Source: an optimization exercise on an open RTL-to-GDS flow (aim: small area). Production flows keep margins and buffers that such runs may drop.
Where RTL was checked, it was by simulation tests only, not by an equivalence proof against the original.
Power and IR drop assume default switching activity.

== run A ==
==> flow/design.v <==
module alu #(parameter K = 5) (
    input clk,
    input [7:0] A,
    input [7:0] B,
    input [7:0] An,
    input [7:0] Bn,
    input [2:0] sel,
    output [7:0] Y
    );
    genvar i, k;
    wire [7:0] rn [K:8];
    wire [7:0] qn;
    assign rn[8] = An;
    generate
        for (i = 7; i >= K; i = i - 1) begin : prow
            wire [8:0] c;
            wire [7:0] s;
            wire hz = ~|Bn[7:8-i];
            assign c[i] = 1'b1;
            for (k = i; k < 8; k = k + 1) begin : pbit
                wire x = rn[i+1][k];
                wire y = ~Bn[k-i];
                assign s[k] = x ^ y ^ c[k];
                assign c[k+1] = (x & y) | (x & c[k]) | (y & c[k]);
            end
            assign qn[i] = c[8] & hz;
            for (k = 0; k < 8; k = k + 1) begin : pmux
                if (k < i) begin : keep
                    assign rn[i][k] = rn[i+1][k];
                end else begin : upd
                    assign rn[i][k] = qn[i] ? s[k] : rn[i+1][k];
                end
            end
        end
    endgenerate
    reg [7:K] qh, rh;
    always @(posedge clk) begin
        qh <= qn[7:K];
        rh <= rn[K][7:K];
    end
    wire [7:0] q;
    wire [7:0] r [0:K];
    assign q[7:K] = qh;
    generate
        if (K > 0) begin : lowpart
            assign r[K] = {rh, A[K-1:0]};
        end else begin : nolow
            assign r[K] = rh;
        end
        for (i = K - 1; i >= 0; i = i - 1) begin : drow
            wire [8:0] c;
            wire [7:0] s;
            wire hz;
            if (i == 0) begin : hz0
                assign hz = 1'b1;
            end else begin : hzn
                assign hz = ~|B[7:8-i];
            end
            assign c[i] = 1'b1;
            for (k = i; k < 8; k = k + 1) begin : dbit
                wire x = r[i+1][k];
                wire y = ~B[k-i];
                assign s[k] = x ^ y ^ c[k];
                assign c[k+1] = (x & y) | (x & c[k]) | (y & c[k]);
            end
            assign q[i] = c[8] & hz;
            for (k = 0; k < 8; k = k + 1) begin : dmux
                if (k < i) begin : keep
                    assign r[i][k] = r[i+1][k];
                end else begin : upd
                    assign r[i][k] = q[i] ? s[k] : r[i+1][k];
                end
            end
        end
    endgenerate
    wire [7:0] Arev = {A[0], A[1], A[2], A[3], A[4], A[5], A[6], A[7]};
    wire shr = sel[2] & sel[0];
    wire [7:0] Op = shr ? Arev : A;
    wire [7:0] oh = (B[7:3] == 5'd0) ? (8'd1 << B[2:0]) : 8'd0;
    wire [7:0] bm = sel[2] ? oh : (sel[1] ? B : 8'd1);
    wire addsub = ~sel[2] & ~sel[1];
    wire cin = addsub & sel[0];
    wire [7:0] X = addsub ? (B ^ {8{sel[0]}}) : 8'd0;
    wire [7:0] acc [0:8];
    assign acc[0] = ~X;
    generate
        for (i = 0; i < 8; i = i + 1) begin : mrow
            wire [8:0] c;
            assign c[i] = (i == 0) ? ~cin : 1'b1;
            for (k = 0; k < 8; k = k + 1) begin : mbit
                if (k < i) begin : keep
                    assign acc[i+1][k] = acc[i][k];
                end else begin : add
                    wire x = acc[i][k];
                    wire y = ~(Op[k-i] & bm[i]);
                    assign acc[i+1][k] = x ^ y ^ c[k];
                    assign c[k+1] = (x & y) | (x & c[k]) | (y & c[k]);
                end
            end
        end
    endgenerate
    wire [7:0] m = ~acc[8];
    wire [7:0] mrev = {m[0], m[1], m[2], m[3], m[4], m[5], m[6], m[7]};
    reg [7:0] y;
    always @(*) begin
        case (sel)
            3'd3: y = q;
            3'd5: y = mrev;
            3'd6: y = A | B;
            3'd7: y = A & B;
            default: y = m;
        endcase
    end
    assign Y = y;
endmodule
module alu_calculator(
    input clk,
    input rst,
    input btn1,
    input btn2,
    input [7:0] in,
    input [2:0] sel,
    output [7:0] Y,
    output [6:0] seg,
    output [3:0] an
    );
    reg p1_0, p1_1, p2_0, p2_1;
    always @(posedge clk) begin
        p1_0 <= btn1;
        p1_1 <= p1_0 & (btn1 | p1_1);
        p2_0 <= btn2;
        p2_1 <= p2_0 & (btn2 | p2_1);
    end
    wire ld1 = p1_1 & ~p1_0;
    wire ld2 = p2_1 & ~p2_0;
    reg [7:0] A, B;
    wire [7:0] An = rst ? 8'd0 : (ld1 ? in : A);
    wire [7:0] Bn = rst ? 8'd0 : (ld2 ? in : B);
    always @(posedge clk) begin
        A <= An;
        B <= Bn;
    end
    alu DUT(.clk(clk), .A(A), .B(B), .An(An), .Bn(Bn), .sel(sel), .Y(Y));
    reg [13:0] lf;
    reg trig;
    reg [1:0] ds, dd;
    reg [3:0] current;
    wire z13 = ~|lf[12:0];
    wire fb = lf[13] ^ lf[4] ^ lf[2] ^ lf[0] ^ z13;
    always @(posedge clk or posedge rst) begin
        if (rst) begin
            lf <= 14'd1;
            trig <= 1'b0;
            ds <= 2'd0;
        end else begin
            lf <= {lf[12:0], fb};
            trig <= z13 & ~lf[13];
            ds <= ds + {1'b0, trig};
        end
    end
    always @(posedge clk) begin
        dd <= ds;
        current <= (ds == 2'd0) ? Y[3:0] : (ds == 2'd1) ? Y[7:4] : 4'd0;
    end
    assign an = {~(dd[1] & dd[0]), ~(dd[1] & ~dd[0]), ~(~dd[1] & dd[0]), ~(~dd[1] & ~dd[0])};
    reg [6:0] D;
    always @(*) begin
        case (current)
            4'h0: D = 7'b1000000;
            4'h1: D = 7'b1111001;
            4'h2: D = 7'b0100100;
            4'h3: D = 7'b0110000;
            4'h4: D = 7'b0011001;
            4'h5: D = 7'b0010010;
            4'h6: D = 7'b0000010;
            4'h7: D = 7'b1111000;
            4'h8: D = 7'b0000000;
            4'h9: D = 7'b0010000;
            4'hA: D = 7'b0001000;
            4'hB: D = 7'b0000011;
            4'hC: D = 7'b1000110;
            4'hD: D = 7'b0100001;
            4'hE: D = 7'b0000110;
            default: D = 7'b0001110;
        endcase
    end
    assign seg = D;
endmodule
Settings: LEC_CHECK=0, ABC_AREA=1, CAP_MARGIN=20, CORE_MARGIN=2, CORE_UTILIZATION=40, CTS_BUF_LIST=sky130_fd_sc_hd__clkbuf_8, GPL_TIMING_DRIVEN=0, SLEW_MARGIN=20; clock period 16.0 ns.
standard.sh (not shown) runs the stock make flow with config.mk's settings and CLKGATE_MAP_FILE= SYNTH_SCRIPT=/design/flow/synth_recipe.tcl, a recipe that flattens the netlist after the stock synthesis.
==> flow/flow/run.sh <==
#!/bin/bash
# The standard layout (standard.sh) with these changes:
#  - synthesis maps the logic with ABC using flow/abc_area.script instead of
#    ORFS's area script (registers, names and all other synthesis steps are
#    the standard ones: synth_recipe.tcl is used as is);
#  - the ports are buffered with sky130_fd_sc_hd__buf_1;
#  - the clock tree is built from clkbuf_8 cells, without dummy loads.
# Each tool's full output stays in orfs/logs; make's output is in standard.log.
set -o pipefail
here=$(pwd)
cat > my_synth.tcl <<EOF
proc abc {args} {
  set i [lsearch -exact \$args -script]
  if { \$i >= 0 } { lset args [expr {\$i + 1}] $here/flow/abc_area.script }
  yosys abc {*}\$args
}
source $here/synth_recipe.tcl
EOF
export BUFFER_PORTS_ARGS="-buffer_cell sky130_fd_sc_hd__buf_1"
export CTS_ARGS="-sink_clustering_enable -repair_clock_nets -buf_list sky130_fd_sc_hd__clkbuf_8 -dont_use_dummy_load"
bash standard.sh SYNTH_SCRIPT=$here/my_synth.tcl finish > standard.log 2>&1
==> flow/flow/abc_area.script <==
strash
dch -f
map -a
topo
stime -c
Run A: flow completed, timing, DRC and antenna clean
The inputs of run B differ from those of run A as listed below.
--- a/flow/design.v
+++ b/flow/design.v
@@ -81,26 +81,26 @@
     wire addsub = ~sel[2] & ~sel[1];
     wire cin = addsub & sel[0];
     wire [7:0] X = addsub ? (B ^ {8{sel[0]}}) : 8'd0;
     wire [7:0] acc [0:8];
-    assign acc[0] = ~X;
+    assign acc[0] = X;
     generate
         for (i = 0; i < 8; i = i + 1) begin : mrow
             wire [8:0] c;
-            assign c[i] = (i == 0) ? ~cin : 1'b1;
+            assign c[i] = (i == 0) ? cin : 1'b0;
             for (k = 0; k < 8; k = k + 1) begin : mbit
                 if (k < i) begin : keep
                     assign acc[i+1][k] = acc[i][k];
                 end else begin : add
                     wire x = acc[i][k];
-                    wire y = ~(Op[k-i] & bm[i]);
+                    wire y = Op[k-i] & bm[i];
                     assign acc[i+1][k] = x ^ y ^ c[k];
                     assign c[k+1] = (x & y) | (x & c[k]) | (y & c[k]);
                 end
             end
         end
     endgenerate
-    wire [7:0] m = ~acc[8];
+    wire [7:0] m = acc[8];
     wire [7:0] mrev = {m[0], m[1], m[2], m[3], m[4], m[5], m[6], m[7]};
     reg [7:0] y;
     always @(*) begin
         case (sel)
==> run notes <==
- Run B: wire length of the first global-routing pass is 6.0% lower than what run A reported.
- [run B vs run A] non-clock buffer count: lower in run B
- Run B vs run A, design area went down by about 0.6%.
- Run B against run A: synthesized cell count up 13; share of cells above drive strength 1 down 3.0 points.
- A library cell contributing the largest single delay on the critical path of dfxtp_2 is what run B shows, while fa_1 belongs to run A.
No functional check of the RTL was part of run A.


try-harbor:
Another version of the RTL of alu_calculator (not shown whole).
For scale: roughly 460 cells after synthesis, ~51 flip-flops, roughly 34 I/O pins, ~0.0040 sq mm of cells after synthesis.
==> module alu_calculator, before the edit <==
module alu_calculator(
    input clk,
    input rst,
    input btn1,
    input btn2,
    input [7:0] in,
    input [2:0] sel,
    output [7:0] Y,
    output [6:0] seg,
    output [3:0] an
    );
    reg p1_0, p1_1, p2_0, p2_1;
    always @(posedge clk) begin
        p1_0 <= btn1;
        p1_1 <= p1_0 & (btn1 | p1_1);
        p2_0 <= btn2;
        p2_1 <= p2_0 & (btn2 | p2_1);
    end
    wire ld1 = p1_1 & ~p1_0;
    wire ld2 = p2_1 & ~p2_0;
    reg [7:0] A, B;
    wire [7:0] An = rst ? 8'd0 : (ld1 ? in : A);
    wire [7:0] Bn = rst ? 8'd0 : (ld2 ? in : B);
    always @(posedge clk) begin
        A <= An;
        B <= Bn;
    end
    alu DUT(.clk(clk), .A(A), .B(B), .An(An), .Bn(Bn), .sel(sel), .Y(Y));
    reg [13:0] lf;
    reg trig;
    reg [1:0] ds, dd;
    reg [3:0] current;
    wire z13 = ~|lf[12:0];
    wire fb = lf[13] ^ lf[4] ^ lf[2] ^ lf[0] ^ z13;
    always @(posedge clk or posedge rst) begin
        if (rst) begin
            lf <= 14'd1;
            trig <= 1'b0;
            ds <= 2'd0;
        end else begin
            lf <= {lf[12:0], fb};
            trig <= z13 & ~lf[13];
            ds <= ds + {1'b0, trig};
        end
    end
    always @(posedge clk) begin
        dd <= ds;
        current <= (ds == 2'd0) ? Y[3:0] : (ds == 2'd1) ? Y[7:4] : 4'd0;
    end
    assign an = {~(dd[1] & dd[0]), ~(dd[1] & ~dd[0]), ~(~dd[1] & dd[0]), ~(~dd[1] & ~dd[0])};
    wire [15:0] dig;
    genvar di;
    generate
        for (di = 0; di < 16; di = di + 1) begin : dec
            assign dig[di] = (current == di);
        end
    endgenerate
    assign seg[0] = dig[1] | dig[4] | dig[11] | dig[13];   
    assign seg[1] = dig[5] | dig[6] | dig[11] | dig[12] | dig[14] | dig[15];   
    assign seg[2] = dig[2] | dig[12] | dig[14] | dig[15];   
    assign seg[3] = dig[1] | dig[4] | dig[7] | dig[10] | dig[15];   
    assign seg[4] = dig[1] | dig[3] | dig[4] | dig[5] | dig[7] | dig[9];   
    assign seg[5] = dig[1] | dig[2] | dig[3] | dig[7] | dig[13];   
    assign seg[6] = dig[0] | dig[1] | dig[7] | dig[12];   
endmodule
export LEC_CHECK = 0
export ABC_AREA = 1
export CAP_MARGIN = 20
export CORE_MARGIN = 2
export CORE_UTILIZATION = 40
export CTS_BUF_LIST = sky130_fd_sc_hd__clkbuf_8
export GPL_TIMING_DRIVEN = 0
export SLEW_MARGIN = 20
create_clock -name core_clock -period 16.0 [get_ports {clk}]
==> flow/flow/abc_area.script <==
strash
dch -f
amap
strash
dch -f
map -a
amap
topo
stime -c
Scripts as last shown in full above: flow/flow/run.sh
try-harbor: PASS, flow complete, no timing, DRC or antenna violations
### try-harbor -> try-maple
diff --git a/flow/design.v b/flow/design.v
--- a/flow/design.v
+++ b/flow/design.v
@@ -142,5 +142,6 @@
     end
     alu DUT(.clk(clk), .A(A), .B(B), .An(An), .Bn(Bn), .sel(sel), .Y(Y));
-    reg [13:0] lf;
+    reg [13:0] lp;
+    wire [13:0] lf = lp ^ 14'h2AAA;
     reg trig;
     reg [1:0] ds, dd;
@@ -148,11 +149,11 @@
     wire z13 = ~|lf[12:0];
     wire fb = lf[13] ^ lf[4] ^ lf[2] ^ lf[0] ^ z13;
-    always @(posedge clk or posedge rst) begin
+    always @(posedge clk) begin
         if (rst) begin
-            lf <= 14'd1;
+            lp <= 14'h2AAB;
             trig <= 1'b0;
             ds <= 2'd0;
         end else begin
-            lf <= {lf[12:0], fb};
+            lp <= {lf[12:0], fb} ^ 14'h2AAA;
             trig <= z13 & ~lf[13];
             ds <= ds + {1'b0, trig};
Comparing try-maple with try-harbor, the adder and majority cell fraction of the synthesized area came out essentially unchanged.
Between try-harbor and try-maple, sequential fraction of the synthesis area decreased.
try-maple ends up with a combined global-route utilization of all metal layers that is 0.76 points higher than in try-harbor.
try-maple vs. try-harbor: critical path depth now larger; horizontal extent of the die comparable; length of routed met3 wiring now larger.
Going from try-harbor to try-maple, final total power now sits lower, setup slack picked up an extra 0.12 ns.

-- what the ideal ports hide --
Ports are ideal in the flow. The routed layouts listed here were re-timed in OpenROAD.
Step 1 sets driving cells, clkbuf_16 on the clock port and buf_2 on the other inputs (assumed; they add their load-dependent delay and slew).
Step 2 adds t to the input delays and takes it off the output delays; t is the mean of the earliest and latest rising clock arrival at the registers after step 1. Input paths then give back, and output paths get back, about the clock's delay inside the block.
Three values: ideal ports, drivers, drivers and shift; two values: the first two.
run	t (ns)	slack for setup (ns)	hold slack, ns	worst setup path at the end
run A	0.320	0.383 / 0.339 / 0.339	0.388 / 0.388 / 0.388	input to output
run B	0.308	0.567 / 0.541 / 0.650	0.390 / 0.390 / 0.390	input to output
try-harbor	0.311	0.619 / 0.585 / 0.585	0.369 / 0.369 / 0.369	input to output
try-maple	0.311	0.740 / 0.703 / 0.703	0.398 / 0.398 / 0.398	input to output
After both steps setup and hold are still met in every run listed. For run A, which loses most, drivers alone change the setup slack by -0.044 ns; drivers and shift together by -0.044 ns.
